This is an optimization exercise on Yosys and OpenROAD, whose aim is small area, not a production implementation.
At most, simulation tests tie the RTL to the original design; equivalence was not proved.
The RTL of runs 4 to 8 was laid out without a check of its function.
No activity file was given, so power comes from the tool's default toggle rates.

$ cat flow/constraint.sdc
create_clock -name core_clock -period 5.0 [get_ports {clk}]
set_input_delay 1.0000 -clock core_clock [delete_from_list [all_inputs] [get_ports {clk}]]
set_output_delay 1.0000 -clock core_clock [all_outputs]
set_load 0.01 [all_outputs]
$ cat flow/design.v
`timescale 1ns/1ps
module ram_single_port(
    input clk,
    input write_en,
    input reset,
    input [6:0] addr,
    input [7:0] data_in,
    output reg [7:0] data_out
);
reg [7:0] memory [63:0];
wire [63:0] s, sn;
wire [7:0] wd, col, wcol, wcoln, wrow, wrown;
wire rd, rdn;
ram_ctrl u_ctrl (
    .write_en(write_en), .reset(reset), .addr(addr[5:0]), .data_in(data_in),
    .wcol(wcol), .wcoln(wcoln), .wrow(wrow), .wrown(wrown), .wd(wd), .col(col),
    .rd(rd), .rdn(rdn)
);
genvar w;
generate
    for (w = 0; w < 64; w = w + 1) begin : wordg
        ram_wsel u_wsel (.col(wcol[w % 8]), .coln(wcoln[w % 8]), .row(wrow[w / 8]), .rown(wrown[w / 8]),
                         .s(s[w]), .sn(sn[w]));
    end
endgenerate
integer i;
always @(posedge clk) begin
    for (i = 0; i < 64; i = i + 1)
        memory[i] <= (memory[i] & {8{sn[i]}}) | (wd & {8{s[i]}});
end
wire [7:0] rdata;
genvar b, h;
generate
    for (b = 0; b < 8; b = b + 1) begin : bitg
        wire [7:0] rowbit;
        for (h = 0; h < 8; h = h + 1) begin : rowg
            ram_rowsel u_row (
                .d({memory[8*h+7][b], memory[8*h+6][b], memory[8*h+5][b], memory[8*h+4][b],
                    memory[8*h+3][b], memory[8*h+2][b], memory[8*h+1][b], memory[8*h+0][b]}),
                .col(col), .rown(wrown[h]), .y(rowbit[h]));
        end
        ram_or8 u_or (.d(rowbit), .y(rdata[b]));
    end
endgenerate
always @(posedge clk) begin
    data_out <= (data_out & {8{rdn}}) | (rdata & {8{rd}});
end
endmodule
module ram_ctrl(
    input write_en,
    input reset,
    input [5:0] addr,
    input [7:0] data_in,
    output [7:0] wcol,
    output [7:0] wcoln,
    output [7:0] wrow,
    output [7:0] wrown,
    output [7:0] wd,
    output [7:0] col,
    output rd,
    output rdn
);
assign col = 8'd1 << addr[2:0];
assign wcol = reset ? 8'hff : (write_en ? col : 8'h00);
assign wcoln = ~wcol;
assign wrow = reset ? 8'hff : (8'd1 << addr[5:3]);
assign wrown = ~wrow;
assign wd = data_in & {8{~reset}};
assign rd = ~reset & ~write_en;
assign rdn = reset | write_en;
endmodule
module ram_wsel(
    input col,
    input coln,
    input row,
    input rown,
    output s,
    output sn
);
assign s = ~(coln | rown);
assign sn = ~(col & row);
endmodule
module ram_rowsel(
    input [7:0] d,
    input [7:0] col,
    input rown,
    output y
);
wire y0, y1, y2;
ram_ao3n u0 (.d(d[2:0]), .s(col[2:0]), .y(y0));
ram_ao3n u1 (.d(d[5:3]), .s(col[5:3]), .y(y1));
assign y2 = ~((d[6] & col[6]) | (d[7] & col[7]));
assign y = ~((y0 & y1 & y2) | rown);
endmodule
module ram_ao3n(
    input [2:0] d,
    input [2:0] s,
    output y
);
assign y = ~|(d & s);
endmodule
module ram_or8(
    input [7:0] d,
    output y
);
assign y = |d;
endmodule
$ cat flow/standard.sh
#!/bin/bash
# synth_recipe.tcl (not shown) runs the flow's synth.tcl, then flattens the netlist and writes it again
# the make line also repeats each setting of config.mk as NAME=value (left out here)
make -C /OpenROAD-flow-scripts/flow DESIGN_CONFIG=/design/flow/config.mk WORK_HOME=/design/flow/orfs CLKGATE_MAP_FILE= SYNTH_SCRIPT=/design/flow/synth_recipe.tcl "${@:-finish}"
$ cat flow/config.mk
export PLATFORM = sky130hd
export DESIGN_NAME = ram_single_port
export DESIGN_NICKNAME = ram_single_port
export VERILOG_FILES = /design/flow/design.v
export SDC_FILE = /design/flow/constraint.sdc
export NUM_CORES = 4
export LEC_CHECK = 0
export CAP_MARGIN = 20
export CORE_MARGIN = 2
export CORE_UTILIZATION = 55
export SLEW_MARGIN = 20
export SYNTH_HIERARCHICAL = 1
export SYNTH_MINIMUM_KEEP_SIZE = 0
$ cat flow/flow/run.sh
#!/bin/bash
# Standard ORFS layout (the standard.sh) with two changes:
# - clock tree: no dummy loads, clkbuf_8 buffers, sink clusters of up to 16
#   flip-flops within 60 um
# - port buffers: buf_1 instead of the default choice
# ORFS writes each step's log under orfs/logs/; make's own output goes to
# standard.log here.
set -euo pipefail
export CTS_ARGS="-sink_clustering_enable -repair_clock_nets -dont_use_dummy_load -buf_list sky130_fd_sc_hd__clkbuf_8 -sink_clustering_size 16 -sink_clustering_max_diameter 60"
export BUFFER_PORTS_ARGS="-buffer_cell sky130_fd_sc_hd__buf_1"
bash standard.sh > standard.log 2>&1
==> impl_metrics.toml, run 1 <==
[run_status]
outcome = "no timing/DRC/antenna violations"

[floorplanning]
io_pins = 26
core_area_sq_mm = 0.0346
initial_core_util_pct = 55.8
die_width_microns = 192
dieArea_sq_mm = 0.0367
die_h_microns = 192
core.rowCount = 68

[cts]
cts_hold_buf = 0
clock_sinks = 520
cts_root_buffer = "clkbuf_8"
numCtsBuffers = 39
cts.path.max_buffers = 3
cts_max_level = 2
cts_resized = 0
clock_latency_ns = 0.63
tritoncts = "done"
clkSlewWorstSetupHoldPaths_ns = 0.10
cts_setup_buffers = 0

[global_route]
grtUsageTotal_pct = 33.6
grt_max_degree = 65
grt_overflow = 0
grt_pass1_wl_microns = 92600
grt_pass1_vias = 14400
antenna_found_initial = 1

[routing]
wl_microns = 62500
firstDrtPassIters = 11
drt_first_iter_violations = 2039
drc = 0
via_per_inst = 7.42
antenna_left = 0
wl_per_cell_microns = 30.2
via_count = 15300

[timing]
period_share_pct = 72.5
fmaxAchievable_mhz = 276
finalHoldViolations = 0
setup-violations-final = 0
worst_slew_pin_slew_ns = 1.17
whs_ns = 0.476
worst_slack_ns = 1.38
fin_tns_setup_ns = 0
fin_worst_skew_ns = 0.0454
max_slew_margin_pct = 22.2
drv_slew = 0
finalCriticalPeriod_ns = 3.62
grt_setup_unrepaired = "false"

[place]
preCtsSetupSlack_ns = 0.945
gp_congestion = 0.868
io_buffer_count = 24
dp_hpwl_microns = 37000
place_inst = 2028
placedInstanceArea_sq_mm = 0.0192

[yosys]
avgSynthCellArea_sq_um = 11.3
yosys-top-cells-area = "dfxtp_1, a22o_1, a222oi_1, buf_6, a22oi_1"
post-synth-top-area-fraction_pct = 53.8
seq_area_frac_synth_pct = 53.8
ys_async_sr_fraction_pct = 0
synth.cell_area_sq_mm = 0.0193
synth_top_area_cell = "dfxtp_1"
ys_seq_elements = 520
synth-edff-count = 0
netlist_top_cells_count = "a22o_1, dfxtp_1, a222oi_1"
yosysUniqueCellTypes = 30
ys.flop_type = "dfxtp_1"
syn_inst = 1707
syn-num-nets = 1725
ys.warnings.count = 8

[pwr]
cellPowerDensity_mw_per_mm2 = 414
vdd_drop_max_mv = 0.299
switching_share_pct = 28.4
p_clk_share_pct = 24.7
leakage_nw = 7.71
power.total_mw = 8.18
p_int_mw = 5.86
p_seq_share_pct = 60.5
p_comb_share_pct = 14.8
switching_power_mw = 2.32

[cells_and_area]
drive_above_1_share_pct = 7.01
nFillCells = 2967
fin_util_pct = 57.1
fin_cells = 2069
syn2layout_area_growth_pct = 2.28
nets = 1632
fin_area_sq_mm = 0.0198

[setup_path]
start_kind = "primary input"
crit_required_ns = 5.53
cp_max_fo = 64
end_kind = "flop"
path_class = "in -> reg"
worst_ep_arrival_time_ns = 4.15

[job]
drv_cap = 0

[worst_hold_path]
hold_path_class = "reg -> reg"
area by class of cell:
cell class	count	area, sq um	share of cell area, %
antenna	2	5.00	0.0253
clock buffer	39	537	2.71
inverter	5	18.8	0.0949
multi-input combinational	985	7850	39.7
sequential	520	10400	52.6
tap	455	569	2.88
timing repair buffer	63	397	2.01
per-module statistics from Yosys, one instance, submodules excluded:
module,flip-flops and latches,times used,area (sq um)
ram_ao3n,0,128,10.0
ram_ctrl,0,1,488
ram_or8,0,8,16.3
ram_rowsel,0,64,13.8
ram_single_port,520,1,16100
ram_wsel,0,64,7.51
routing by layer:
metal | routed length (microns) | global-route usage [%]
met1 | 27200 | 50.0
met2 | 26500 | 47.5
met3 | 6490 | 6.70
met4 | 2290 | 13.1
met5 | 0 | 0
kinds of logic after synthesis:
logic type	share of synthesized area, %
compound gates	35.7
buf+inv	6.30
flops	53.8
simple gates	4.15
power groups by stage:
stage,clock [mW],combinational (mW),sequential [mW]
after floorplan,0,0.880,4.95
final,2.02,1.21,4.95
after CTS,2.05,1.19,4.94
after detailed placement,0,1.19,5.02
after global placement,0,1.16,5.02
after global routing,2.20,1.29,5.00
worst max-delay path: stages:
cell and delay [ns]:
buf_1 0.75, and2b_4 0.55, a222oi_1 0.47, a31oi_1 0.27, nor4_1 0.74, nand2_1 0.11, a22o_1 0.20
placed cells by master, fill, tap and decap left out, types with 2 or more instances in the layout:
master	netlist	layout
a21o_2	3	3
inv_1	5	5
buf_4	3	38
buf_1	112	23
a31oi_2	0	2
clkbuf_8	0	39
nor2b_4	3	12
a31o_2	3	3
a21oi_2	0	3
a21oi_1	8	5
and2_2	0	2
nor4_1	16	16
diode_2	0	2
a21o_1	5	5
or2_2	2	2
nor2_1	67	66
a22o_1	520	520
nand2_1	74	74
a31oi_1	70	67
dfxtp_1	520	520
a222oi_1	128	128
a22oi_1	64	64
worst paths after layout:
path,from,to,slack (ns),cells past startpoint
max reg2reg,memory[11][5]$_DFF_P_,data_out[5]$_DFF_P_,2.84,5
max,addr[0],data_out[0]$_DFF_P_,1.38,7
min,memory[27][1]$_DFF_P_,memory[27][1]$_DFF_P_,0.48,1
min reg2reg,memory[27][1]$_DFF_P_,memory[27][1]$_DFF_P_,0.48,1
registers in the layout, summed over array words and instances (netlist names):
name	flops
data_out	8
memory	512
==> run 2, diff against run 1 <==
--- a/flow/config.mk
+++ b/flow/config.mk
@@ -8,6 +8,7 @@
 export CAP_MARGIN = 20
 export CORE_MARGIN = 2
 export CORE_UTILIZATION = 55
+export GPL_TIMING_DRIVEN = 0
 export SLEW_MARGIN = 20
 export SYNTH_HIERARCHICAL = 1
 export SYNTH_MINIMUM_KEEP_SIZE = 0
==> impl_metrics.toml, run 2 <==
[run_status]
outcome = "no timing/DRC/antenna violations"

[place]
io_buffer_count = 18
gp_congestion = 0.859
preCtsSetupSlack_ns = 0.739
dp_hpwl_microns = 41500

[cts]
clkSlewWorstSetupHoldPaths_ns = 0.10
cts_max_level = 2
cts_hold_buf = 0
cts.path.max_buffers = 3
tritoncts = "done"
numCtsBuffers = 40
clock_sinks = 520
cts_root_buffer = "clkbuf_8"
cts_resized = 0
clock_latency_ns = 0.63
cts_setup_buffers = 0

[setup_path]
start_kind = "primary input"
cp_top_family = "buffers and inverters"
crit_chain = "buf_1 > buf_4 > nor3_4 > buf_8 > buf_8 > buf_16 > a222oi_1 > a31oi_1 > nor4_1 > nand2_1 > a22o_1"
worst_ep_arrival_time_ns = 4.25
end_kind = "flop"
cp_max_fo = 17
crit_required_ns = 5.53
cp_common_cell = "buf_8"
critPathMaxStageDelay_ns = 0.85
crit_buf_inv = 5
cpMaxStageDelayCell = "nor4_1"
path_class = "in -> reg"

[routing]
antenna_left = 0
drt_first_iter_violations = 2608
wl_microns = 64000
via_per_inst = 7.09
firstDrtPassIters = 9
via_count = 15900
wl_per_cell_microns = 28.5
drc = 0

[timing]
worst_slew_pin_slew_ns = 1.00
max_slew_margin_pct = 32.6
finalCriticalPeriod_ns = 3.72
drv_slew = 0
grt_setup_unrepaired = "false"
worst_slack_ns = 1.28
finalHoldViolations = 0
fin_worst_skew_ns = 0.0338
setup-violations-final = 0
period_share_pct = 74.4
fmaxAchievable_mhz = 269

[yosys]
ys.warnings.count = 8
yosys-top-cells-area = "dfxtp_1, a22o_1, a222oi_1, buf_6, a22oi_1"
ys.flop_type = "dfxtp_1"
ys_seq_elements = 520
synth.cell_area_sq_mm = 0.0193
post-synth-top-area-fraction_pct = 53.8
synth-edff-count = 0
syn_inst = 1707
syn-num-nets = 1725
avgSynthCellArea_sq_um = 11.3
synth_top_area_cell = "dfxtp_1"
ys_async_sr_fraction_pct = 0
netlist_top_cells_count = "a22o_1, dfxtp_1, a222oi_1"
seq_area_frac_synth_pct = 53.8
yosysUniqueCellTypes = 30

[worst_hold_path]
hold_path_class = "reg -> reg"

[pwr]
vdd_drop_max_mv = 0.316
power.total_mw = 8.30
cellPowerDensity_mw_per_mm2 = 394
leakage_nw = 8.20

[floorplanning]
initial_core_util_pct = 55.8
core_area_sq_mm = 0.0346
io_pins = 26
dieArea_sq_mm = 0.0367
die_h_microns = 192
core.rowCount = 68
die_width_microns = 192

[global_route]
antenna_found_initial = 1
grtUsageTotal_pct = 34.3
grt_pass1_vias = 14900
grt_max_degree = 41
grt_pass1_wl_microns = 94300
grt_overflow = 0

[cells_and_area]
largest_reg_flops = 512
final_cell_mix = "a22o_1, dfxtp_1, buf_1"
top_regs = "memory (512), data_out (8)"
syn2layout_area_growth_pct = 8.83
nets = 1809
regMostFlops = "memory"
nFillCells = 2899
drive_above_1_share_pct = 9.33

[job]
drv_cap = 0
run 2: kinds of logic after synthesis:
kind of cell	after synthesis	synth area share (%)
DFF	520	53.8
buffers and inverters	202	6.30
and+or+nand+nor	181	4.15
AOI/OAI and AO/OA	804	35.7
run 2: path summary, 6_finish.rpt:
kind / startpoint / endpoint / slack (ns) / cells past startpoint
min reg2reg: memory[17][2]$_DFF_P_ / memory[17][2]$_DFF_P_ / 0.47 / 1
max reg2reg: memory[0][2]$_DFF_P_ / data_out[2]$_DFF_P_ / 2.54 / 5
min: memory[17][2]$_DFF_P_ / memory[17][2]$_DFF_P_ / 0.47 / 1
max: addr[0] / data_out[1]$_DFF_P_ / 1.28 / 11
run 2: stage by stage:
step	cell area (sq um)	utilization, %	TNS, ns	hold WS [ns]	cells
after floorplan	19300	-	0	0.439	1707
after global placement	20000	57.7	-17.05	0.451	2180
after detailed placement	20500	59.2	0	0.453	2204
after CTS	21000	60.8	0	0.475	2244
after global routing	21000	60.8	0	0.488	2244
final	21000	60.8	0	0.474	2245
run 2: final cells by class:
cell class                 instances  area (sq um)  share of cell area (%)
timing repair buffer              42           467                    2.22
tap                              455           569                    2.70
buffer                           197          1200                    5.70
sequential                       520         10400                    49.5
multi-input combinational        985          7830                    37.2
clock buffer                      40           551                    2.62
inverter                           5          18.8                  0.0892
antenna                            1          2.50                  0.0119
run 2: worst reg2reg max path, cell delays in order, from the launching register on:
cell      delay [ns]
dfxtp_1         0.33
a222oi_1        0.54
a31oi_1         0.20
nor4_1          0.89
nand2_1         0.19
a22o_1          0.22
run 2: Yosys stat by module, one instance, submodules excluded:
module	area, sq um	cells inside
ram_single_port	16100	1226
ram_or8	16.3	3
ram_ao3n	10.0	1
ram_wsel	7.51	2
ram_rowsel	13.8	2
ram_ctrl	488	73
run 2: power breakdown:
| group | switching, mW | total [mW] | leakage (nW) | internal, mW |
|---|---|---|---|---|
| clock network | 1.32 | 2.04 | 0.288 | 0.721 |
| registers | 0.280 | 4.93 | 4.32 | 4.65 |
| logic | 0.755 | 1.33 | 3.59 | 0.576 |
run 2: per-layer routing:
layer / vias to the layer above / track usage (%) / part of all wire, %
met1: 7894 / 49.5 / 43
met2: 849 / 49.8 / 43
met5: - / 0 / 0
met4: 0 / 13.5 / 4.0
met3: 144 / 7.45 / 10
li1: 7027 / - / -
==> run 3, diff against run 2 <==
--- a/flow/config.mk
+++ b/flow/config.mk
@@ -7,8 +7,7 @@
 export LEC_CHECK = 0
 export CAP_MARGIN = 20
 export CORE_MARGIN = 2
-export CORE_UTILIZATION = 55
-export GPL_TIMING_DRIVEN = 0
+export CORE_UTILIZATION = 65
 export SLEW_MARGIN = 20
 export SYNTH_HIERARCHICAL = 1
 export SYNTH_MINIMUM_KEEP_SIZE = 0
==> impl_metrics.toml, run 3 <==
[run_status]
outcome = "no timing/DRC/antenna violations"

[floorplanning]
initial_core_util_pct = 65.6
core.rowCount = 63
io_pins = 26
core_area_sq_mm = 0.0295
die_width_microns = 176
dieArea_sq_mm = 0.0311
die_h_microns = 176

[cts]
numCtsBuffers = 39
clkSlewWorstSetupHoldPaths_ns = 0.10
cts.path.max_buffers = 3
cts_hold_buf = 0
tritoncts = "done"
clock_latency_ns = 0.57
cts_setup_buffers = 0
cts_resized = 0
cts_root_buffer = "clkbuf_8"
cts_max_level = 2
clock_sinks = 520

[timing]
drv_slew = 0
grt_setup_unrepaired = "false"
max_slew_margin_pct = 22.3
whs_ns = 0.471
fmaxAchievable_mhz = 294
period_share_pct = 68.1
worst_slew_pin_slew_ns = 1.16
fin_worst_skew_ns = 0.0514
finalCriticalPeriod_ns = 3.40
fin_tns_setup_ns = 0
setup-violations-final = 0
finalHoldViolations = 0

[cells_and_area]
largest_reg_flops = 512
regMostFlops = "memory"
drive_above_1_share_pct = 6.48
final_cell_mix = "a22o_1, dfxtp_1, a222oi_1"
syn2layout_area_growth_pct = 1.85
top_regs = "memory (512), data_out (8)"
nets = 1624
n_antenna_cell = 0

[yosys]
synthXorXnorAreaFrac_pct = 0
yosys-top-cells-area = "dfxtp_1, a22o_1, a222oi_1, buf_6, a22oi_1"
synth-simple-area-share_pct = 4.15
post-synth-top-area-fraction_pct = 53.8
syn_inst = 1707
ys_async_sr_fraction_pct = 0
syn-num-nets = 1725
synth_top_area_cell = "dfxtp_1"
ys_seq_elements = 520
synth_top_family_by_area = "compound AO/OA/AOI/OAI gates"
netlist_top_cells_count = "a22o_1, dfxtp_1, a222oi_1"
ys.warnings.count = 8
synth.cell_area_sq_mm = 0.0193
synthMuxAreaShare_pct = 0
avgSynthCellArea_sq_um = 11.3
seq_area_frac_synth_pct = 53.8
yosysUniqueCellTypes = 30
synth-compound-area-share_pct = 35.7
synth-edff-count = 0
synthAdderAreaFrac_pct = 0
ys.flop_type = "dfxtp_1"

[setup_path]
worst_ep_arrival_time_ns = 3.88
critPathMaxStageDelay_ns = 0.61
cpMaxStageDelayCell = "a222oi_1"
cp_max_fo = 48
crit_chain = "buf_1 > nor2b_4 > and2_2 > buf_12 > a222oi_1 > a31oi_1 > nor4_1 > nand2_1 > a22o_1"
path_class = "in -> reg"
crit_required_ns = 5.48
crit_buf_inv = 2
end_kind = "flop"
cp_top_family = "simple AND/OR/NAND/NOR gates"
start_kind = "primary input"

[global_route]
grt_use_met2_pct = 53.7
met1_usage_pct = 52.0
grt_pass1_vias = 14300
grt_max_degree = 65
top_usage_layer = "met2"
grtUsageMet3_pct = 6.24
antenna_found_initial = 0
grt_pass1_wl_microns = 87500
grt_overflow = 0
grtUsageTotal_pct = 36.5

[routing]
via_count = 15400
wl_microns = 58500
wl_per_cell_microns = 29.3
antenna_left = 0
drc = 0
via_per_inst = 7.70
drt_first_iter_violations = 2194
firstDrtPassIters = 13

[worst_hold_path]
hold_path_class = "reg -> reg"

[place]
dp_hpwl_microns = 35300
gp_congestion = 0.940
io_buffer_count = 24

[pwr]
leakage_nw = 7.69
cellPowerDensity_mw_per_mm2 = 411
vdd_drop_max_mv = 0.282

[job]
drv_cap = 0
run 3: cell families (layout without fill, tap and decap cells):
group / count (synthesis) / in the layout
compound gates: 804 / 804
buf+inv: 202 / 99
flops: 520 / 520
simple gates: 181 / 181
run 3: Yosys stat by module, one instance, submodules excluded:
| module | copies in the design | cells inside |
|---|---|---|
| ram_ctrl | 1 | 73 |
| ram_wsel | 64 | 2 |
| ram_or8 | 8 | 3 |
| ram_rowsel | 64 | 2 |
| ram_ao3n | 128 | 1 |
| ram_single_port | 1 | 1226 |
run 3: layer usage:
layer  up-vias  part of all wire [%]
met1      7565                    41
li1       6643                     -
met3       187                    10
met4         0                   5.5
met2       956                    44
met5         -                     0
run 3: worst paths after layout:
path | from | to | slack [ns] | cells after the start
max reg2reg | memory[24][4]$_DFF_P_ | data_out[4]$_DFF_P_ | 2.95 | 5
max | addr[2] | data_out[3]$_DFF_P_ | 1.60 | 9
min | memory[33][1]$_DFF_P_ | memory[33][1]$_DFF_P_ | 0.47 | 1
min reg2reg | memory[33][1]$_DFF_P_ | memory[33][1]$_DFF_P_ | 0.47 | 1
run 3: final cells by class:
class | count | area [sq um]
Sequential cell | 520 | 10400
Tap cell | 390 | 488
Timing Repair Buffer | 55 | 412
Clock buffer | 39 | 537
Fill cell | 2364 | 9780
Multi-Input combinational cell | 985 | 7830
Inverter | 5 | 18.8
run 3: report_power, final:
group	total (mW)	internal (mW)	switching (mW)
Combinational	1.19	0.497	0.691
Sequential	4.94	4.65	0.290
Clock	1.96	0.704	1.26
Total	8.09	5.85	2.24
run 3: per-stage QoR:
stage,setup WS (ns),cells,util [%],power [mW],cell area [sq um]
after detailed placement,1.13,1955,65.0,6.18,19200
after CTS,1.74,1994,66.8,8.09,19700
final,1.60,1994,66.8,8.09,19700
after global routing,1.57,1994,66.8,8.40,19700
after floorplan,0.923,1707,-,5.83,19300
after global placement,1.19,1955,65.0,6.14,19200
==> run 4, diff against run 3 <==
--- a/flow/design.v
+++ b/flow/design.v
@@ -9,13 +9,18 @@
 );
 reg [7:0] memory [63:0];
 wire [63:0] s, sn;
-wire [7:0] wd, col, wcol, wcoln, wrow, wrown;
+wire [7:0] wcol, wcoln, wrow, wrown;
+wire [7:0] col_lo, col_hi, wd_lo, wd_hi;
 wire rd, rdn;
 ram_ctrl u_ctrl (
-    .write_en(write_en), .reset(reset), .addr(addr[5:0]), .data_in(data_in),
-    .wcol(wcol), .wcoln(wcoln), .wrow(wrow), .wrown(wrown), .wd(wd), .col(col),
+    .write_en(write_en), .reset(reset), .addr(addr[5:0]),
+    .wcol(wcol), .wcoln(wcoln), .wrow(wrow), .wrown(wrown),
     .rd(rd), .rdn(rdn)
 );
+ram_coldec u_col_lo (.addr(addr[2:0]), .col(col_lo));
+ram_coldec u_col_hi (.addr(addr[2:0]), .col(col_hi));
+ram_wdata u_wd_lo (.reset(reset), .data_in(data_in), .wd(wd_lo));
+ram_wdata u_wd_hi (.reset(reset), .data_in(data_in), .wd(wd_hi));
 genvar w;
 generate
     for (w = 0; w < 64; w = w + 1) begin : wordg
@@ -26,7 +31,7 @@
 integer i;
 always @(posedge clk) begin
     for (i = 0; i < 64; i = i + 1)
-        memory[i] <= (memory[i] & {8{sn[i]}}) | (wd & {8{s[i]}});
+        memory[i] <= (memory[i] & {8{sn[i]}}) | ((i < 32 ? wd_lo : wd_hi) & {8{s[i]}});
 end
 wire [7:0] rdata;
 genvar b, h;
@@ -37,7 +42,7 @@
             ram_rowsel u_row (
                 .d({memory[8*h+7][b], memory[8*h+6][b], memory[8*h+5][b], memory[8*h+4][b],
                     memory[8*h+3][b], memory[8*h+2][b], memory[8*h+1][b], memory[8*h+0][b]}),
-                .col(col), .rown(wrown[h]), .y(rowbit[h]));
+                .col(b < 4 ? col_lo : col_hi), .rown(wrown[h]), .y(rowbit[h]));
         end
         ram_or8 u_or (.d(rowbit), .y(rdata[b]));
     end
@@ -50,24 +55,33 @@
     input write_en,
     input reset,
     input [5:0] addr,
-    input [7:0] data_in,
     output [7:0] wcol,
     output [7:0] wcoln,
     output [7:0] wrow,
     output [7:0] wrown,
-    output [7:0] wd,
-    output [7:0] col,
     output rd,
     output rdn
 );
-assign col = 8'd1 << addr[2:0];
+wire [7:0] col = 8'd1 << addr[2:0];
 assign wcol = reset ? 8'hff : (write_en ? col : 8'h00);
 assign wcoln = ~wcol;
 assign wrow = reset ? 8'hff : (8'd1 << addr[5:3]);
 assign wrown = ~wrow;
-assign wd = data_in & {8{~reset}};
 assign rd = ~reset & ~write_en;
 assign rdn = reset | write_en;
+endmodule
+module ram_coldec(
+    input [2:0] addr,
+    output [7:0] col
+);
+assign col = 8'd1 << addr;
+endmodule
+module ram_wdata(
+    input reset,
+    input [7:0] data_in,
+    output [7:0] wd
+);
+assign wd = data_in & {8{~reset}};
 endmodule
 module ram_wsel(
     input col,
--- a/flow/config.mk
+++ b/flow/config.mk
@@ -7,7 +7,7 @@
 export LEC_CHECK = 0
 export CAP_MARGIN = 20
 export CORE_MARGIN = 2
-export CORE_UTILIZATION = 65
+export CORE_UTILIZATION = 55
 export SLEW_MARGIN = 20
 export SYNTH_HIERARCHICAL = 1
 export SYNTH_MINIMUM_KEEP_SIZE = 0
==> impl_metrics.toml, run 4 <==
[cts]
cts_max_level = 2
tritoncts = "done"
numCtsBuffers = 40
cts_hold_buf = 0
cts_setup_buffers = 0
cts.path.max_buffers = 3
clock_latency_ns = 0.61
cts_root_buffer = "clkbuf_8"
clock_sinks = 520
clkSlewWorstSetupHoldPaths_ns = 0.10
cts_resized = 0

[setup_path]
rrSetupSlack_ns = 2.74
crit_end = "data_out[2]$_DFF_P_"
rr_worst_depth = 5
path_class = "in -> reg"
r2r-end = "data_out[2]$_DFF_P_"
cp_max_fo = 32
crit_path_start = "addr[1]"
crit_required_ns = 5.52
start_kind = "primary input"
end_kind = "flop"
r2r-start = "memory[56][2]$_DFF_P_"
worst_ep_arrival_time_ns = 4.18

[timing]
max_slew_margin_pct = 20.0
fin_worst_skew_ns = 0.0717
drv_slew = 0
setup-violations-final = 0
worst_slew_pin_slew_ns = 1.20
grt_setup_unrepaired = "false"
finalCriticalPeriod_ns = 3.66
finalHoldViolations = 0
period_share_pct = 73.2
whs_ns = 0.473
fin_tns_setup_ns = 0
worst_slack_ns = 1.34
fmaxAchievable_mhz = 273

[pwr]
leakage_nw = 7.73
power.total_mw = 8.16
cellPowerDensity_mw_per_mm2 = 411
vdd_drop_max_mv = 0.254

[yosys]
synth-edff-count = 0
synth.cell_area_sq_mm = 0.0194
ys_async_sr_fraction_pct = 0
avgSynthCellArea_sq_um = 11.3
yosysUniqueCellTypes = 31
ys.flop_type = "dfxtp_1"
yosys-top-cells-area = "dfxtp_1, a22o_1, a222oi_1, buf_6, a22oi_1"
synthMostInstantiatedCell = "dfxtp_1"
netlist_top_cells_count = "dfxtp_1, a22o_1, a222oi_1"
syn-num-nets = 1727
syn_inst = 1709
synth_top_area_cell = "dfxtp_1"
post-synth-top-area-fraction_pct = 53.7
ys_seq_elements = 520
seq_area_frac_synth_pct = 53.7
ys.warnings.count = 8

[cells_and_area]
fin_cells = 2079
fin_util_pct = 57.4
regMostFlops = "memory"
top_regs = "memory (512), data_out (8)"
largest_reg_flops = 512
nFillCells = 2998
multi_input_area_sq_mm = 0.00796
fin_area_sq_mm = 0.0199
seqCellArea_sq_mm = 0.0104
nets = 1644
drive_above_1_share_pct = 7.94
layout_commonest_cell = "dfxtp_1"
n_antenna_cell = 0
final_cell_mix = "dfxtp_1, a22o_1, a222oi_1"
syn2layout_area_growth_pct = 2.54

[place]
gp_congestion = 0.860
preCtsSetupSlack_ns = 0.685
placedInstanceArea_sq_mm = 0.0193
io_buffer_count = 24
place_inst = 2039
dp_hpwl_microns = 38000

[routing]
drc = 0
drt_first_iter_violations = 2031
via_count = 15100
firstDrtPassIters = 6
via_per_inst = 7.27
antenna_left = 0
wl_per_cell_microns = 29.1
wl_microns = 60500

[floorplanning]
io_pins = 26
die_h_microns = 192
core_area_sq_mm = 0.0346
core.rowCount = 68
dieArea_sq_mm = 0.0367
initial_core_util_pct = 55.9
die_width_microns = 192

[global_route]
grtUsageTotal_pct = 32.5
grt_pass1_wl_microns = 89800
grt_max_degree = 33
grt_pass1_vias = 14100
antenna_found_initial = 0
grt_overflow = 0

[run_status]
outcome = "no timing/DRC/antenna violations"

[job]
drv_cap = 0

[worst_hold_path]
hold_path_class = "reg -> reg"
## run 4: cell types whose count changed after synthesis, sizes merged, moves of 3 or more
cell	change
and2	-3
clkbuf	-15
nor2b	+7
and3b	+6
buf	+3
nor3b	+6
## run 4: area by class of cell
class / count / area share [%]
clock buffers: 40 / 2.77
inverters: 4 / 0.0756
multi-input cells: 1000 / 40.1
flip-flops and latches: 520 / 52.4
well taps: 455 / 2.87
repair buffers: 60 / 1.83
## run 4: power by group
part | leakage, nW | internal (mW) | switching, mW | total, mW
Clock | 0.288 | 0.721 | 1.30 | 2.02
Sequential | 4.32 | 4.65 | 0.299 | 4.95
Combinational | 3.12 | 0.497 | 0.690 | 1.19
Total | 7.73 | 5.87 | 2.29 | 8.16
## run 4: cell families (layout without fill, tap and decap cells)
kind of cell	after synthesis	after routing	share of synthesized area [%]
compound gates	804	804	35.7
flops	520	520	53.7
simple gates	196	196	4.82
buf+inv	189	104	5.77
## run 4: modules after synthesis (local to each module, per instance)
module / times used / area [sq um]
ram_ao3n: 128 / 10.0
ram_coldec: 2 / 65.1
ram_rowsel: 64 / 13.8
ram_wsel: 64 / 7.51
ram_single_port: 1 / 16000
ram_wdata: 2 / 50.0
ram_or8: 8 / 16.3
ram_ctrl: 1 / 349
## run 4: worst min-delay path by stage
stage                          start                    end  slack [ns]  cells after the start
2_1_floorplan  memory[11][7]$_DFF_P_  memory[11][7]$_DFF_P_        0.44                      1
5_1_grt        memory[51][0]$_DFF_P_  memory[51][0]$_DFF_P_        0.48                      1
3_3_place_gp   memory[32][1]$_DFF_P_  memory[32][1]$_DFF_P_        0.45                      1
3_5_place_dp   memory[40][0]$_DFF_P_  memory[40][0]$_DFF_P_        0.45                      1
6_report        memory[8][4]$_DFF_P_   memory[8][4]$_DFF_P_        0.47                      1
4_1_cts        memory[51][0]$_DFF_P_  memory[51][0]$_DFF_P_        0.47                      1
## run 4: metal layers
layer  track usage (%)  vias to the layer above  routed length (microns)
li1                  -                     6710                        -
met1              46.0                     7538                    26800
met2              48.5                      730                    26100
met3              6.05                      145                     4860
met4              14.1                        0                     2710
met5                 0                        -                        0
## run 4: worst max-delay path, cell delays in order
cell and delay [ns]:
buf_1 0.77, and3b_2 0.59, a222oi_1 0.47, a31oi_1 0.25, nor4_1 0.78, nand2_1 0.10
a22o_1 0.20
==> run 5, diff against run 4 <==
==> flow/design.v (replaced) <==
`timescale 1ns/1ps
module ram_single_port(
    input clk,
    input write_en,
    input reset,
    input [6:0] addr,
    input [7:0] data_in,
    output reg [7:0] data_out
);
reg [7:0] memory [63:0];
wire [63:0] s, sn;
wire [7:0] wd, col, row, wcol, wcoln, wrow, wrown;
wire rd;
ram_ctrl u_ctrl (
    .write_en(write_en), .reset(reset), .addr(addr[5:0]), .data_in(data_in),
    .wcol(wcol), .wcoln(wcoln), .wrow(wrow), .wrown(wrown), .wd(wd), .col(col), .row(row), .rd(rd)
);
genvar w;
generate
    for (w = 0; w < 64; w = w + 1) begin : wordg
        ram_wsel u_wsel (.col(wcol[w % 8]), .coln(wcoln[w % 8]), .row(wrow[w / 8]), .rown(wrown[w / 8]),
                         .s(s[w]), .sn(sn[w]));
    end
endgenerate
integer i;
always @(posedge clk) begin
    for (i = 0; i < 64; i = i + 1)
        memory[i] <= (memory[i] & {8{sn[i]}}) | (wd & {8{s[i]}});
end
wire [7:0] rdata;
genvar b, h;
generate
    for (b = 0; b < 8; b = b + 1) begin : bitg
        wire [7:0] rowbit;
        for (h = 0; h < 8; h = h + 1) begin : rowg
            ram_ao8 u_col (
                .d({memory[8*h+7][b], memory[8*h+6][b], memory[8*h+5][b], memory[8*h+4][b],
                    memory[8*h+3][b], memory[8*h+2][b], memory[8*h+1][b], memory[8*h+0][b]}),
                .s(col), .y(rowbit[h]));
        end
        ram_ao8 u_row (.d(rowbit), .s(row), .y(rdata[b]));
    end
endgenerate
always @(posedge clk) begin
    if (rd)
        data_out <= rdata;
end
endmodule
module ram_ctrl(
    input write_en,
    input reset,
    input [5:0] addr,
    input [7:0] data_in,
    output [7:0] wcol,
    output [7:0] wcoln,
    output [7:0] wrow,
    output [7:0] wrown,
    output [7:0] wd,
    output [7:0] col,
    output [7:0] row,
    output rd
);
assign col = 8'd1 << addr[2:0];
assign row = 8'd1 << addr[5:3];
assign wcol = reset ? 8'hff : (write_en ? col : 8'h00);
assign wcoln = ~wcol;
assign wrow = reset ? 8'hff : row;
assign wrown = ~wrow;
assign wd = data_in & {8{~reset}};
assign rd = ~reset & ~write_en;
endmodule
module ram_wsel(
    input col,
    input coln,
    input row,
    input rown,
    output s,
    output sn
);
assign s = ~(coln | rown);
assign sn = ~(col & row);
endmodule
module ram_ao8(
    input [7:0] d,
    input [7:0] s,
    output y
);
wire y0, y1, y2;
ram_ao3n u0 (.d(d[2:0]), .s(s[2:0]), .y(y0));
ram_ao3n u1 (.d(d[5:3]), .s(s[5:3]), .y(y1));
assign y2 = ~((d[6] & s[6]) | (d[7] & s[7]));
assign y = ~(y0 & y1 & y2);
endmodule
module ram_ao3n(
    input [2:0] d,
    input [2:0] s,
    output y
);
assign y = ~|(d & s);
endmodule
==> flow/flow/run.sh (replaced) <==
#!/bin/bash
# Standard ORFS layout (the standard.sh) with two changes:
# - clock tree: no dummy loads, clkbuf_4/clkbuf_8 buffers, larger sink clusters
# - port buffers: buf_1 instead of the default choice
# ORFS writes each step's log under orfs/logs/; make's own output goes to
# standard.log here.
set -euo pipefail
export CTS_ARGS="-sink_clustering_enable -repair_clock_nets -dont_use_dummy_load -buf_list {sky130_fd_sc_hd__clkbuf_4 sky130_fd_sc_hd__clkbuf_8} -sink_clustering_size 20 -sink_clustering_max_diameter 60"
export BUFFER_PORTS_ARGS="-buffer_cell sky130_fd_sc_hd__buf_1"
bash standard.sh > standard.log 2>&1
==> impl_metrics.toml, run 5 <==
[cells_and_area]
fin_area_sq_mm = 0.0199
largest_reg_flops = 512
syn2layout_area_growth_pct = 2.48
drive_above_1_share_pct = 6.83
top_regs = "memory (512), data_out (8)"
nFillCells = 2905
final_cell_mix = "a22o_1, dfxtp_1, a222oi_1"
nets = 1631
fin_cells = 2067
regMostFlops = "memory"

[yosys]
seq_area_frac_synth_pct = 54.2
syn-num-nets = 1721
ys.flop_type = "dfxtp_1"
netlist_top_cells_count = "a22o_1, dfxtp_1, a222oi_1"
synth.cell_area_sq_mm = 0.0194
synth_top_area_cell = "dfxtp_1"
ys_seq_elements = 520
ys.warnings.count = 8
avgSynthCellArea_sq_um = 11.4
post-synth-top-area-fraction_pct = 52.9
syn_inst = 1703
yosys-top-cells-area = "dfxtp_1, a22o_1, a222oi_1, buf_6, a22oi_1"
yosysUniqueCellTypes = 31
ys_async_sr_fraction_pct = 0
synth-edff-count = 8

[setup_path]
crit_chain = "buf_1 > nor2b_2 > and2_2 > buf_4 > a222oi_1 > nand3_1 > a222oi_1 > nand3_1"
path_class = "in -> reg"
worst_ep_arrival_time_ns = 3.97
critPathMaxStageDelay_ns = 0.58
crit_required_ns = 5.35
cp_max_fo = 47
start_kind = "primary input"
cpMaxStageDelayCell = "and2_2"
end_kind = "flop"

[floorplanning]
die_h_microns = 192
core.rowCount = 68
dieArea_sq_mm = 0.0367
initial_core_util_pct = 55.9
die_width_microns = 192
io_pins = 26
core_area_sq_mm = 0.0346

[timing]
drv_slew = 0
setup-violations-final = 0
fin_tns_setup_ns = 0
period_share_pct = 72.3
max_slew_margin_pct = 23.0
worst_slew_pin_slew_ns = 1.16
grt_setup_unrepaired = "false"
finalHoldViolations = 0
worst_slack_ns = 1.39
fmaxAchievable_mhz = 277
finalCriticalPeriod_ns = 3.61
fin_worst_skew_ns = 0.0849

[cts]
cts_hold_buf = 0
numCtsBuffers = 37
tritoncts = "done"
cts_resized = 0
cts.path.max_buffers = 3
cts_setup_buffers = 0
cts_root_buffer = "clkbuf_8"
cts_max_level = 2
clock_sinks = 520
clkSlewWorstSetupHoldPaths_ns = 0.09
clock_latency_ns = 0.65

[place]
dp_hpwl_microns = 36900
io_buffer_count = 24
placedInstanceArea_sq_mm = 0.0193
gp_congestion = 0.853
place_inst = 2029
preCtsSetupSlack_ns = 0.816

[pwr]
p_clk_share_pct = 24.4
cellPowerDensity_mw_per_mm2 = 403
switching_share_pct = 27.6
p_comb_share_pct = 14.1
switching_power_mw = 2.21
vdd_drop_max_mv = 0.303
p_seq_share_pct = 61.5
leakage_nw = 7.96
p_int_mw = 5.80

[routing]
via_per_inst = 7.30
antenna_left = 0
wl_microns = 59300
wl_per_cell_microns = 28.7
firstDrtPassIters = 9
drc = 0
via_count = 15100
drt_first_iter_violations = 2242

[job]
drv_cap = 0

[global_route]
grt_pass1_wl_microns = 88900
grt_max_degree = 65
grtUsageTotal_pct = 32.0
antenna_found_initial = 0
grt_overflow = 0
grt_pass1_vias = 14100

[run_status]
outcome = "no timing/DRC/antenna violations"

[worst_hold_path]
hold_path_class = "reg -> reg"
-- run 5: Yosys stat by module, one instance, submodules excluded --
module | cell area [sq um] | flops+latches | cells inside
ram_single_port | 16100 | 520 | 1216
ram_ao8 | 12.5 | 0 | 2
ram_ctrl | 465 | 0 | 71
ram_ao3n | 10.0 | 0 | 1
ram_wsel | 7.51 | 0 | 2
-- run 5: path summary, 6_finish.rpt --
kind                        start                    end  slack [ns]  cells after the start
max                       addr[1]  data_out[7]$_DFFE_PP_        1.39                      8
min          memory[9][7]$_DFF_P_   memory[9][7]$_DFF_P_        0.47                      1
max reg2reg  memory[3][6]$_DFF_P_  data_out[6]$_DFFE_PP_        2.89                      4
min reg2reg  memory[9][7]$_DFF_P_   memory[9][7]$_DFF_P_        0.47                      1
-- run 5: cell type report --
type,instances,area [sq um],area share [%]
Sequential cell,520,10500,52.8
Multi-Input combinational cell,989,7840,39.5
Tap cell,455,569,2.87
Clock buffer,37,509,2.57
Timing Repair Buffer,64,437,2.20
Inverter,1,3.75,0.0189
Antenna cell,1,2.50,0.0126
-- run 5: power groups by stage --
| stage | registers, mW | clock network [mW] | logic, mW |
|---|---|---|---|
| floorplan | 4.93 | 0 | 0.849 |
| global route | 4.98 | 2.15 | 1.21 |
| detailed placement | 5.00 | 0 | 1.11 |
| global placement | 5.00 | 0 | 1.08 |
| finish | 4.92 | 1.95 | 1.13 |
| CTS | 4.91 | 2.00 | 1.11 |
-- run 5: cells by family (layout without fill, tap and decap cells) --
group	after synthesis	after routing	synth area share, %
AOI/OAI and AO/OA	743	743	33.9
DFF	520	520	54.2
and+or+nand+nor	246	246	5.88
buffers and inverters	194	102	6.03
other	0	1	0
-- run 5: layer usage --
metal,GRT usage (%),vias up,routed length [microns]
met3,7.14,130,6110
met5,0,-,0
met4,12.3,0,2220
met2,44.8,835,25000
li1,-,6639,-
met1,47.5,7489,25900
-- run 5: critical path, delay by kind of cell --
kind | cells | cell delay, ns
AOI/OAI and AO/OA | 2 | 1.06
buffers and inverters | 2 | 0.65
and+or+nand+nor | 4 | 1.22
-- run 5: per-stage QoR --
| step | hold WS, ns | util (%) | total power [mW] |
|---|---|---|---|
| final | 0.473 | 57.3 | 8.00 |
| after global routing | 0.480 | 57.3 | 8.34 |
| after CTS | 0.476 | 57.3 | 8.03 |
| after detailed placement | 0.452 | 55.8 | 6.11 |
| after global placement | 0.452 | 55.8 | 6.08 |
| after floorplan | 0.439 | - | 5.78 |
==> run 6, diff against run 5 <==
--- a/flow/design.v
+++ b/flow/design.v
@@ -9,19 +9,12 @@
 );
 reg [7:0] memory [63:0];
 wire [63:0] s, sn;
-wire [7:0] wd, col, row, wcol, wcoln, wrow, wrown;
+wire [7:0] wd, col, row;
 wire rd;
 ram_ctrl u_ctrl (
     .write_en(write_en), .reset(reset), .addr(addr[5:0]), .data_in(data_in),
-    .wcol(wcol), .wcoln(wcoln), .wrow(wrow), .wrown(wrown), .wd(wd), .col(col), .row(row), .rd(rd)
+    .s(s), .sn(sn), .wd(wd), .col(col), .row(row), .rd(rd)
 );
-genvar w;
-generate
-    for (w = 0; w < 64; w = w + 1) begin : wordg
-        ram_wsel u_wsel (.col(wcol[w % 8]), .coln(wcoln[w % 8]), .row(wrow[w / 8]), .rown(wrown[w / 8]),
-                         .s(s[w]), .sn(sn[w]));
-    end
-endgenerate
 integer i;
 always @(posedge clk) begin
     for (i = 0; i < 64; i = i + 1)
@@ -51,34 +44,26 @@
     input reset,
     input [5:0] addr,
     input [7:0] data_in,
-    output [7:0] wcol,
-    output [7:0] wcoln,
-    output [7:0] wrow,
-    output [7:0] wrown,
+    output [63:0] s,
+    output [63:0] sn,
     output [7:0] wd,
     output [7:0] col,
     output [7:0] row,
     output rd
 );
+wire [7:0] wcol;
 assign col = 8'd1 << addr[2:0];
-assign row = 8'd1 << addr[5:3];
 assign wcol = reset ? 8'hff : (write_en ? col : 8'h00);
-assign wcoln = ~wcol;
-assign wrow = reset ? 8'hff : row;
-assign wrown = ~wrow;
+assign row = reset ? 8'hff : (8'd1 << addr[5:3]);
+genvar w;
+generate
+    for (w = 0; w < 64; w = w + 1) begin : wg
+        assign s[w] = wcol[w % 8] & row[w / 8];
+    end
+endgenerate
+assign sn = ~s;
 assign wd = data_in & {8{~reset}};
 assign rd = ~reset & ~write_en;
-endmodule
-module ram_wsel(
-    input col,
-    input coln,
-    input row,
-    input rown,
-    output s,
-    output sn
-);
-assign s = ~(coln | rown);
-assign sn = ~(col & row);
 endmodule
 module ram_ao8(
     input [7:0] d,
==> flow/run.sh (new file) <==
#!/bin/bash
# synth_recipe.tcl (not shown) runs the flow's synth.tcl, then flattens the netlist and writes it again
# the make line also repeats each setting of config.mk as NAME=value (left out here)
make -C /OpenROAD-flow-scripts/flow DESIGN_CONFIG=/design/flow/config.mk WORK_HOME=/design/flow/orfs CLKGATE_MAP_FILE= SYNTH_SCRIPT=/design/flow/synth_recipe.tcl finish
--- a/flow/config.mk
+++ b/flow/config.mk
@@ -7,7 +7,8 @@
 export LEC_CHECK = 0
 export CAP_MARGIN = 20
 export CORE_MARGIN = 2
-export CORE_UTILIZATION = 55
+export CORE_UTILIZATION = 70
+export CTS_BUF_LIST = sky130_fd_sc_hd__clkbuf_4
 export SLEW_MARGIN = 20
 export SYNTH_HIERARCHICAL = 1
 export SYNTH_MINIMUM_KEEP_SIZE = 0
removed: flow/flow/run.sh
removed: flow/standard.sh
==> impl_metrics.toml, run 6 <==
[cts]
cts.path.max_buffers = 3
cts_max_level = 4
tritoncts = "done"
clock_sinks = 520
cts_root_buffer = "clkbuf_4"
numCtsBuffers = 131
cts_hold_buf = 0
cts_resized = 0
cts_setup_buffers = 0
clock_latency_ns = 0.83
clkSlewWorstSetupHoldPaths_ns = 0.06

[yosys]
ys_seq_elements = 520
yosysUniqueCellTypes = 42
ys_async_sr_fraction_pct = 0
synth-simple-area-share_pct = 4.07
yosys-top-cells-area = "dfxtp_1, a22o_1, a222oi_1, buf_6, a22oi_1"
seq_area_frac_synth_pct = 53.1
synth-edff-count = 8
avgSynthCellArea_sq_um = 11.4
syn_inst = 1729
synthMuxAreaShare_pct = 0
ys.flop_type = "dfxtp_1"
synth.cell_area_sq_mm = 0.0198
synth_top_area_cell = "dfxtp_1"
synth_top_family_by_area = "compound AO/OA/AOI/OAI gates"
synthAdderAreaFrac_pct = 0
syn-num-nets = 1747
synth-compound-area-share_pct = 36.1
ys.warnings.count = 8
synthXorXnorAreaFrac_pct = 0
post-synth-top-area-fraction_pct = 51.9
netlist_top_cells_count = "a22o_1, dfxtp_1, a222oi_1"

[setup_path]
path_class = "in -> reg"
cp_common_cell = "nand3_1"
worst_ep_arrival_time_ns = 3.88
crit_required_ns = 5.50
crit_chain = "clkdlybuf4s50_1 > and3b_2 > buf_4 > a222oi_1 > nand3_1 > a22oi_1 > nand3_1"
critPathMaxStageDelay_ns = 0.71
cpMaxStageDelayCell = "clkdlybuf4s50_1"
start_kind = "primary input"
end_kind = "flop"
cp_max_fo = 33

[cells_and_area]
drive_above_1_share_pct = 15.8
multi_input_area_sq_mm = 0.00808
nets = 1740
fin_area_sq_mm = 0.0214
seqCellArea_sq_mm = 0.0105
nFillCells = 1939
syn2layout_area_growth_pct = 8.43
top_regs = "memory (512), data_out (8)"
largest_reg_flops = 512
regMostFlops = "memory"
final_cell_mix = "a22o_1, dfxtp_1, clkbuf_4"

[timing]
fin_worst_skew_ns = 0.0580
finalCriticalPeriod_ns = 3.38
period_share_pct = 67.6
fmaxAchievable_mhz = 296
drv_slew = 0
max_slew_margin_pct = 22.2
grt_setup_unrepaired = "false"
finalHoldViolations = 0
whs_ns = 0.469
worst_slew_pin_slew_ns = 1.16
setup-violations-final = 0
fin_tns_setup_ns = 0

[floorplanning]
io_pins = 26
core.rowCount = 61
die_width_microns = 172
dieArea_sq_mm = 0.0296
die_h_microns = 172
initial_core_util_pct = 71.1
core_area_sq_mm = 0.0278

[pwr]
p_comb_share_pct = 11.2
switching_share_pct = 27.0
p_clk_share_pct = 38.3
p_seq_share_pct = 50.5
vdd_drop_max_mv = 0.320
switching_power_mw = 2.55
cellPowerDensity_mw_per_mm2 = 440
p_int_mw = 6.89
leakage_nw = 8.64

[global_route]
grtUsageTotal_pct = 41.1
antenna_found_initial = 1
grt_pass1_wl_microns = 93000
grt_overflow = 0
grt_pass1_vias = 15900
grt_max_degree = 76

[routing]
wl_per_cell_microns = 28.1
antenna_left = 0
drt_first_iter_violations = 2637
via_count = 16700
via_per_inst = 7.63
drc = 0
wl_microns = 61400
firstDrtPassIters = 10

[worst_hold_path]
hold_path_class = "reg -> reg"

[place]
io_buffer_count = 24
gp_congestion = 0.914
placedInstanceArea_sq_mm = 0.0198
dp_hpwl_microns = 36600

[run_status]
outcome = "no timing/DRC/antenna violations"

[job]
drv_cap = 0
run 6: layout make-up:
cell class / instances / area share (%)
Sequential cell: 520 / 49.0
Multi-Input combinational cell: 984 / 37.7
Clock buffer: 178 / 6.24
Timing Repair Buffer: 83 / 3.43
Tap cell: 378 / 2.21
Clock inverter: 37 / 1.39
Inverter: 2 / 0.0350
Antenna cell: 3 / 0.0350
run 6: path summary, 6_finish.rpt:
path / depth (start not counted) / slack, ns / start / endpoint
max: 7 / 1.62 / addr[2] / data_out[6]$_DFFE_PP_
min: 1 / 0.47 / memory[27][1]$_DFF_P_ / memory[27][1]$_DFF_P_
max reg2reg: 4 / 3.05 / memory[32][7]$_DFF_P_ / data_out[7]$_DFFE_PP_
min reg2reg: 1 / 0.47 / memory[27][1]$_DFF_P_ / memory[27][1]$_DFF_P_
run 6: worst max-delay path: cells and delay by family:
family | cells | cell delay (ns)
AND/OR/NAND/NOR | 3 | 0.89
buffers and inverters | 2 | 1.10
AO/OA/AOI/OAI | 2 | 0.86
run 6: power by group through the flow:
stage          sequential, mW  combinational, mW  clock, mW
2_1_floorplan            4.78              0.757          0
3_3_place_gp             4.83              0.982          0
3_5_place_dp             4.84               1.01          0
4_1_cts                  4.76               1.02       3.63
5_1_grt                  4.80               1.10       3.86
6_report                 4.76               1.05       3.61
run 6: cell families after synthesis:
family	after synthesis
AO/OA/AOI/OAI	857
flip-flops	520
buffers and inverters	225
AND/OR/NAND/NOR	127
run 6: modules after synthesis (local to each module, per instance):
| module | cells inside | area (sq um) | times used | flops+latches |
|---|---|---|---|---|
| ram_ao8 | 2 | 12.5 | 72 | 0 |
| ram_ao3n | 1 | 10.0 | 144 | 0 |
| ram_ctrl | 225 | 1340 | 1 | 0 |
| ram_single_port | 1216 | 16100 | 1 | 520 |
run 6: metal layers:
metal	wire, microns	global-route usage (%)	share of wire [%]	vias to the layer above
li1	-	-	-	7115
met4	3660	23.8	6.0	0
met5	0	0	0	-
met2	26500	61.0	43	1258
met3	7660	11.2	12	232
met1	23600	54.2	38	8062
run 6: stage by stage:
| stage | utilization, % | power, mW | cells | setup WS, ns |
|---|---|---|---|---|
| floorplan | - | 5.54 | 1729 | 1.00 |
| global placement | 71.1 | 5.81 | 1966 | 1.01 |
| detailed placement | 71.1 | 5.85 | 1966 | 0.914 |
| CTS | 77.0 | 9.41 | 2181 | 1.76 |
| global route | 77.1 | 9.76 | 2185 | 1.59 |
| finish | 77.1 | 9.43 | 2185 | 1.62 |
==> run 7, diff against run 6 <==
==> flow/design.v (replaced) <==
`timescale 1ns/1ps
module ram_single_port(
    input clk,
    input write_en,
    input reset,
    input [6:0] addr,
    input [7:0] data_in,
    output reg [7:0] data_out
);
reg [7:0] memory [63:0];
wire [2:0] lo = addr[2:0];
wire [2:0] hi = addr[5:3];
wire [7:0] wdata = data_in & {8{~reset}};
wire [7:0] col = 8'd1 << lo;               
wire [7:0] wcol = reset ? 8'hff : (write_en ? col : 8'h00);
wire [7:0] row = reset ? 8'hff : (8'd1 << hi);
integer i;
always @(posedge clk) begin
    for (i = 0; i < 64; i = i + 1)
        if (wcol[i % 8] & row[i / 8])
            memory[i] <= wdata;
end
wire [7:0] rdata;
genvar b, h;
generate
    for (b = 0; b < 8; b = b + 1) begin : bitg
        wire [7:0] rowbit;
        for (h = 0; h < 8; h = h + 1) begin : rowg
            ram_ao8 u_col (
                .d({memory[8*h+7][b], memory[8*h+6][b], memory[8*h+5][b], memory[8*h+4][b],
                    memory[8*h+3][b], memory[8*h+2][b], memory[8*h+1][b], memory[8*h+0][b]}),
                .s(col), .y(rowbit[h]));
        end
        ram_ao8 u_row (.d(rowbit), .s(row), .y(rdata[b]));
    end
endgenerate
always @(posedge clk) begin
    if (!reset && !write_en)
        data_out <= rdata;
end
endmodule
module ram_ao8(
    input [7:0] d,
    input [7:0] s,
    output y
);
assign y = |(d & s);
endmodule
--- a/flow/config.mk
+++ b/flow/config.mk
@@ -7,8 +7,7 @@
 export LEC_CHECK = 0
 export CAP_MARGIN = 20
 export CORE_MARGIN = 2
-export CORE_UTILIZATION = 70
-export CTS_BUF_LIST = sky130_fd_sc_hd__clkbuf_4
+export CORE_UTILIZATION = 45
 export SLEW_MARGIN = 20
 export SYNTH_HIERARCHICAL = 1
 export SYNTH_MINIMUM_KEEP_SIZE = 0
==> impl_metrics.toml, run 7 <==
[run_status]
outcome = "no timing/DRC/antenna violations"

[floorplanning]
core.rowCount = 75
initial_core_util_pct = 45.4
die_h_microns = 209
core_area_sq_mm = 0.0418
dieArea_sq_mm = 0.0438
die_width_microns = 209
io_pins = 26

[yosys]
netlist_top_cells_count = "edfxtp_1, a22oi_1, nand4_1"
yosys-top-cells-area = "edfxtp_1, a22oi_1, nand4_1, o21ai_0, a21oi_1"
ys.flop_type = "edfxtp_1"
post-synth-top-area-fraction_pct = 82.3
yosysUniqueCellTypes = 28
syn-num-nets = 1025
ys.warnings.count = 8
synth_top_area_cell = "edfxtp_1"
ys_seq_elements = 520
syn_inst = 1007
ys_async_sr_fraction_pct = 0
synth-edff-count = 520
synthMostInstantiatedCell = "edfxtp_1"
seq_area_frac_synth_pct = 82.3
avgSynthCellArea_sq_um = 18.8
synth.cell_area_sq_mm = 0.0190

[pwr]
power.total_mw = 9.48
vdd_drop_max_mv = 0.276
leakage_nw = 7.02
cellPowerDensity_mw_per_mm2 = 430
p_int_mw = 7.40
switching_power_mw = 2.07
switching_share_pct = 21.9
p_comb_share_pct = 6.6
p_clk_share_pct = 37.5
p_seq_share_pct = 55.8

[cells_and_area]
largest_reg_flops = 512
syn2layout_area_growth_pct = 16.2
multi_input_area_sq_mm = 0.00337
drive_above_1_share_pct = 14.8
nFillCells = 3274
final_cell_mix = "edfxtp_1, a22oi_1, buf_4"
regMostFlops = "memory"
nets = 1156
top_regs = "memory (512), data_out (8)"
layout_commonest_cell = "edfxtp_1"
fin_area_sq_mm = 0.0220
seqCellArea_sq_mm = 0.0156
n_antenna_cell = 0

[timing]
worst_slew_pin_slew_ns = 1.08
finalHoldViolations = 0
fin_worst_skew_ns = 0.0182
grt_setup_unrepaired = "false"
fin_tns_setup_ns = 0
max_slew_margin_pct = 28.2
period_share_pct = 73.0
finalCriticalPeriod_ns = 3.65
fmaxAchievable_mhz = 274
drv_slew = 0
setup-violations-final = 0

[place]
gp_congestion = 0.870
placedInstanceArea_sq_mm = 0.0205
dp_hpwl_microns = 27300
io_buffer_count = 24

[setup_path]
rr_worst_depth = 4
crit_chain = "clkdlybuf4s50_1 > buf_4 > nor3b_4 > buf_4 > a22oi_1 > nand4_1 > a22oi_1 > nand4_1"
critPathMaxStageDelay_ns = 0.72
crit_buf_inv = 3
worst_ep_arrival_time_ns = 4.06
path_class = "in -> reg"
crit_required_ns = 5.41
end_kind = "flop"
critical_path_depth = 8
cpMaxStageDelayCell = "nor3b_4"
cp_top_family = "buffers and inverters"
start_kind = "primary input"
cp_max_fo = 50

[cts]
clock_latency_ns = 0.57
numCtsBuffers = 49
clock_sinks = 520
cts_max_level = 2
cts_hold_buf = 0
cts_resized = 0
cts_setup_buffers = 0
cts_root_buffer = "clkbuf_16"
tritoncts = "done"
clkSlewWorstSetupHoldPaths_ns = 0.06
cts.path.max_buffers = 3

[routing]
via_count = 10500
wl_microns = 45800
drc = 0
wl_per_cell_microns = 26.6
antenna_left = 0
firstDrtPassIters = 6
via_per_inst = 6.10
drt_first_iter_violations = 1271

[global_route]
grt_pass1_vias = 10200
antenna_found_initial = 0
grt_overflow = 0
grtUsageTotal_pct = 21.0
grt_max_degree = 65
grt_pass1_wl_microns = 67600

[worst_hold_path]
hold_path_class = "reg -> reg"
min_path_cells = 4

[job]
drv_cap = 0
run 7: path summary, 6_finish.rpt:
check                     startpoint                    end  slack [ns]
max                          addr[2]  data_out[3]$_DFFE_PP_        1.35
min          memory[52][7]$_DFFE_PP_  data_out[7]$_DFFE_PP_        0.79
max reg2reg  memory[26][0]$_DFFE_PP_  data_out[0]$_DFFE_PP_        3.11
min reg2reg  memory[52][7]$_DFFE_PP_  data_out[7]$_DFFE_PP_        0.79
run 7: kinds of logic after synthesis:
logic type             after synthesis  share of synthesized area (%)
buffers and inverters               22                          0.561
AND/OR/NAND/NOR                    112                           3.79
flip-flops                         520                           82.3
AO/OA/AOI/OAI                      353                           13.3
run 7: area by class of cell:
type,instances,area share (%)
sequential,520,70.9
multi-input combinational,465,15.3
clock buffer,62,5.98
timing repair buffer,100,3.79
tap,539,3.06
clock inverter,30,1.00
inverter,2,0.0341
run 7: metrics by stage:
stage	hold slack (ns)	utilization (%)	std cells	setup slack (ns)
after floorplan	0.641	-	1007	1.16
after global placement	0.766	49.1	1626	0.885
after detailed placement	0.760	49.1	1626	0.888
after CTS	0.779	52.8	1718	1.47
after global routing	0.806	52.8	1718	1.25
final	0.788	52.8	1718	1.35
run 7: per-module statistics from Yosys, one instance, submodules excluded:
module | cell area (sq um) | flip-flops and latches
ram_single_port | 16400 | 520
ram_ao8 | 36.3 | 0
run 7: per-layer routing:
metal	share of wire, %	vias to the layer above	track usage (%)
li1	-	4676	-
met2	47	409	32.7
met1	43	5322	29.8
met5	0	-	0
met4	3.0	0	7.39
met3	7.1	81	4.00
run 7: power by group through the flow:
| stage | Combinational (mW) | Clock [mW] | Sequential (mW) |
|---|---|---|---|
| 2_1_floorplan | 0.325 | 0 | 5.37 |
| 3_3_place_gp | 0.613 | 0 | 5.37 |
| 3_5_place_dp | 0.624 | 0 | 5.39 |
| 4_1_cts | 0.625 | 3.63 | 5.29 |
| 5_1_grt | 0.670 | 3.80 | 5.32 |
| 6_report | 0.627 | 3.56 | 5.29 |
run 7: worst min-delay path, stage by stage, from the launching register on:
cell and delay (ns):
edfxtp_1 0.32, a22oi_1 0.06, nand4_1 0.08, a22oi_1 0.09, nand4_1 0.11
==> run 8, diff against run 7 <==
--- a/flow/config.mk
+++ b/flow/config.mk
@@ -7,7 +7,8 @@
 export LEC_CHECK = 0
 export CAP_MARGIN = 20
 export CORE_MARGIN = 2
-export CORE_UTILIZATION = 45
+export CORE_UTILIZATION = 70
+export CTS_BUF_LIST = sky130_fd_sc_hd__clkbuf_4
 export SLEW_MARGIN = 20
 export SYNTH_HIERARCHICAL = 1
 export SYNTH_MINIMUM_KEEP_SIZE = 0
==> impl_metrics.toml, run 8 <==
[run_status]
outcome = "no timing/DRC/antenna violations"

[pwr]
cellPowerDensity_mw_per_mm2 = 419
switching_power_mw = 2.13
p_seq_share_pct = 57.8
leakage_nw = 7.20
switching_share_pct = 23.3
power.total_mw = 9.17
vdd_drop_max_mv = 0.312
p_clk_share_pct = 35.2
p_int_mw = 7.04
p_comb_share_pct = 7.0

[yosys]
synth_top_family_by_area = "compound AO/OA/AOI/OAI gates"
synth-compound-area-share_pct = 13.3
syn-num-nets = 1025
synthAdderAreaFrac_pct = 0
ys_async_sr_fraction_pct = 0
synthXorXnorAreaFrac_pct = 0
syn_inst = 1007
synth.cell_area_sq_mm = 0.0190
synthMuxAreaShare_pct = 0
netlist_top_cells_count = "edfxtp_1, a22oi_1, nand4_1"
synthMostInstantiatedCell = "edfxtp_1"
ys_seq_elements = 520
synth_top_area_cell = "edfxtp_1"
ys.warnings.count = 8
ys.flop_type = "edfxtp_1"
synth-edff-count = 520
yosys-top-cells-area = "edfxtp_1, a22oi_1, nand4_1, o21ai_0, a21oi_1"
synth-simple-area-share_pct = 3.79
yosysUniqueCellTypes = 28
seq_area_frac_synth_pct = 82.3
post-synth-top-area-fraction_pct = 82.3
avgSynthCellArea_sq_um = 18.8

[cells_and_area]
fin_area_sq_mm = 0.0219
seqCellArea_sq_mm = 0.0156
multi_input_area_sq_mm = 0.00337
drive_above_1_share_pct = 22.8
regMostFlops = "memory"
fin_cells = 1655
fin_util_pct = 81.6
syn2layout_area_growth_pct = 15.2
largest_reg_flops = 512
final_cell_mix = "edfxtp_1, a22oi_1, clkbuf_4"
nFillCells = 1388
top_regs = "memory (512), data_out (8)"
nets = 1233
layout_commonest_cell = "edfxtp_1"

[global_route]
antenna_found_initial = 1
grt_max_degree = 65
grt_overflow = 0
grtUsageTotal_pct = 33.3
grt_pass1_vias = 11300
grt_pass1_wl_microns = 68100

[routing]
via_per_inst = 6.87
firstDrtPassIters = 8
via_count = 11400
drt_first_iter_violations = 2040
drc = 0
wl_per_cell_microns = 27.9
antenna_left = 0
wl_microns = 46200

[setup_path]
cp_max_fo = 39
rrSetupSlack_ns = 3.32
crit_path_start = "addr[1]"
path_class = "in -> reg"
end_kind = "flop"
worst_ep_arrival_time_ns = 3.88
r2r-start = "memory[11][1]$_DFFE_PP_"
start_kind = "primary input"
crit_required_ns = 5.61

[timing]
finalCriticalPeriod_ns = 3.27
fin_tns_setup_ns = 0
grt_setup_unrepaired = "false"
finalHoldViolations = 0
worst_slack_ns = 1.73
setup-violations-final = 0
fmaxAchievable_mhz = 306
worst_slew_pin_slew_ns = 1.09
period_share_pct = 65.5
max_slew_margin_pct = 26.9
fin_worst_skew_ns = 0.0475
whs_ns = 0.722
drv_slew = 0

[cts]
clock_sinks = 520
clock_latency_ns = 0.77
cts_setup_buffers = 0
cts_resized = 0
cts_root_buffer = "clkbuf_4"
clkSlewWorstSetupHoldPaths_ns = 0.07
tritoncts = "done"
cts_max_level = 3
numCtsBuffers = 117
cts.path.max_buffers = 3
cts_hold_buf = 0

[job]
drv_cap = 0

[floorplanning]
die_width_microns = 169
core_area_sq_mm = 0.0268
core.rowCount = 60
dieArea_sq_mm = 0.0284
initial_core_util_pct = 70.8
die_h_microns = 169
io_pins = 26

[place]
place_inst = 1436
placedInstanceArea_sq_mm = 0.0203
preCtsSetupSlack_ns = 1.03
io_buffer_count = 24
dp_hpwl_microns = 26000
gp_congestion = 0.875

[worst_hold_path]
min_from = "memory[22][1]$_DFFE_PP_"
hold_path_class = "reg -> reg"
run 8: cell counts after synthesis:
Identical to the previous run, type by type.
run 8: final cells by class:
class,instances,area share (%)
Inverter,2,0.0343
Timing Repair Buffer,109,4.19
Multi-Input combinational cell,465,15.4
Clock buffer,180,6.18
Clock inverter,37,0.756
Sequential cell,520,71.4
Tap cell,341,1.95
Antenna cell,1,0.0114
run 8: path summary, 6_finish.rpt:
path / end / depth (start not counted)
min reg2reg: data_out[1]$_DFFE_PP_ / 4
min: data_out[1]$_DFFE_PP_ / 4
max reg2reg: data_out[1]$_DFFE_PP_ / 4
max: data_out[7]$_DFFE_PP_ / 7
run 8: logic make-up (layout without fill, tap and decap cells):
logic type | Yosys count | count (layout)
AND/OR/NAND/NOR | 112 | 112
AO/OA/AOI/OAI | 353 | 353
other | 0 | 1
buffers and inverters | 22 | 328
flip-flops | 520 | 520
run 8: Yosys stat by module, one instance, submodules excluded:
module | flops+latches | cells | times used
ram_ao8 | 0 | 5 | 72
ram_single_port | 520 | 647 | 1
run 8: critical path, cell delays in order:
cell and delay, ns:
clkdlybuf4s50_1 0.94, and3b_4 0.78, buf_4 0.46, a22oi_1 0.15, nand4_1 0.19, a22oi_1 0.17, nand4_1 0.18
run 8: power by group through the flow:
stage | clock network [mW] | logic, mW | registers (mW)
after CTS | 3.27 | 0.628 | 5.30
after detailed placement | 0 | 0.625 | 5.39
final | 3.23 | 0.639 | 5.30
after global routing | 3.48 | 0.673 | 5.33
after global placement | 0 | 0.610 | 5.37
after floorplan | 0 | 0.325 | 5.37
run 8: routing by layer:
layer	track usage, %	wire length [microns]	vias up
met5	0	0	-
li1	-	-	4928
met3	8.28	5330	103
met4	13.5	1470	0
met1	46.5	17200	5591
met2	51.9	22200	743

[what the ideal ports hide]
No port has a modelled driver above. Below, the same layouts with a new extraction and two added sets of constraints. Step 1 (the two cells are an assumption about what drives the block):
set clk [get_ports {clk}]
set_driving_cell -lib_cell sky130_fd_sc_hd__clkbuf_16 $clk
set_driving_cell -lib_cell sky130_fd_sc_hd__buf_2 [delete_from_list [all_inputs] $clk]
Step 2 times the ports against the registers' clock, not the clock port: input delays grow and output delays shrink by t, the midpoint of the rising clock arrivals with the driver on. Slacks: ideal / step 1 / step 2; pairs: ideal / step 1.
run | t, ns | setup slack, ns | worst setup path after step 2 | latest minus earliest clock arrival (ns) | worst register clock-pin slew, ns
run 1 | 0.658 | 1.377 / 1.391 / 0.733 | input to register | 0.051 / 0.050 | 0.11 / 0.11
run 2 | 0.666 | 1.282 / 1.307 / 0.641 | input to register | 0.034 / 0.034 | 0.10 / 0.10
run 3 | 0.605 | 1.596 / 1.613 / 1.008 | input to register | 0.064 / 0.064 | 0.10 / 0.10
run 4 | 0.631 | 1.341 / 1.359 / 0.728 | input to register | 0.074 / 0.074 | 0.11 / 0.11
run 5 | 0.659 | 1.386 / 1.408 / 0.749 | input to register | 0.096 / 0.096 | 0.12 / 0.12
run 6 | 0.847 | 1.619 / 1.642 / 0.796 | input to register | 0.069 / 0.069 | 0.08 / 0.08
run 7 | 0.614 | 1.348 / 1.371 / 0.757 | input to register | 0.028 / 0.028 | 0.06 / 0.06
run 8 | 0.797 | 1.727 / 1.739 / 0.942 | input to register | 0.053 / 0.053 | 0.08 / 0.08
After both steps every run listed still meets setup and hold. For run 6, which loses most, drivers alone change the setup slack by +0.023 ns; drivers and shift together by -0.823 ns.
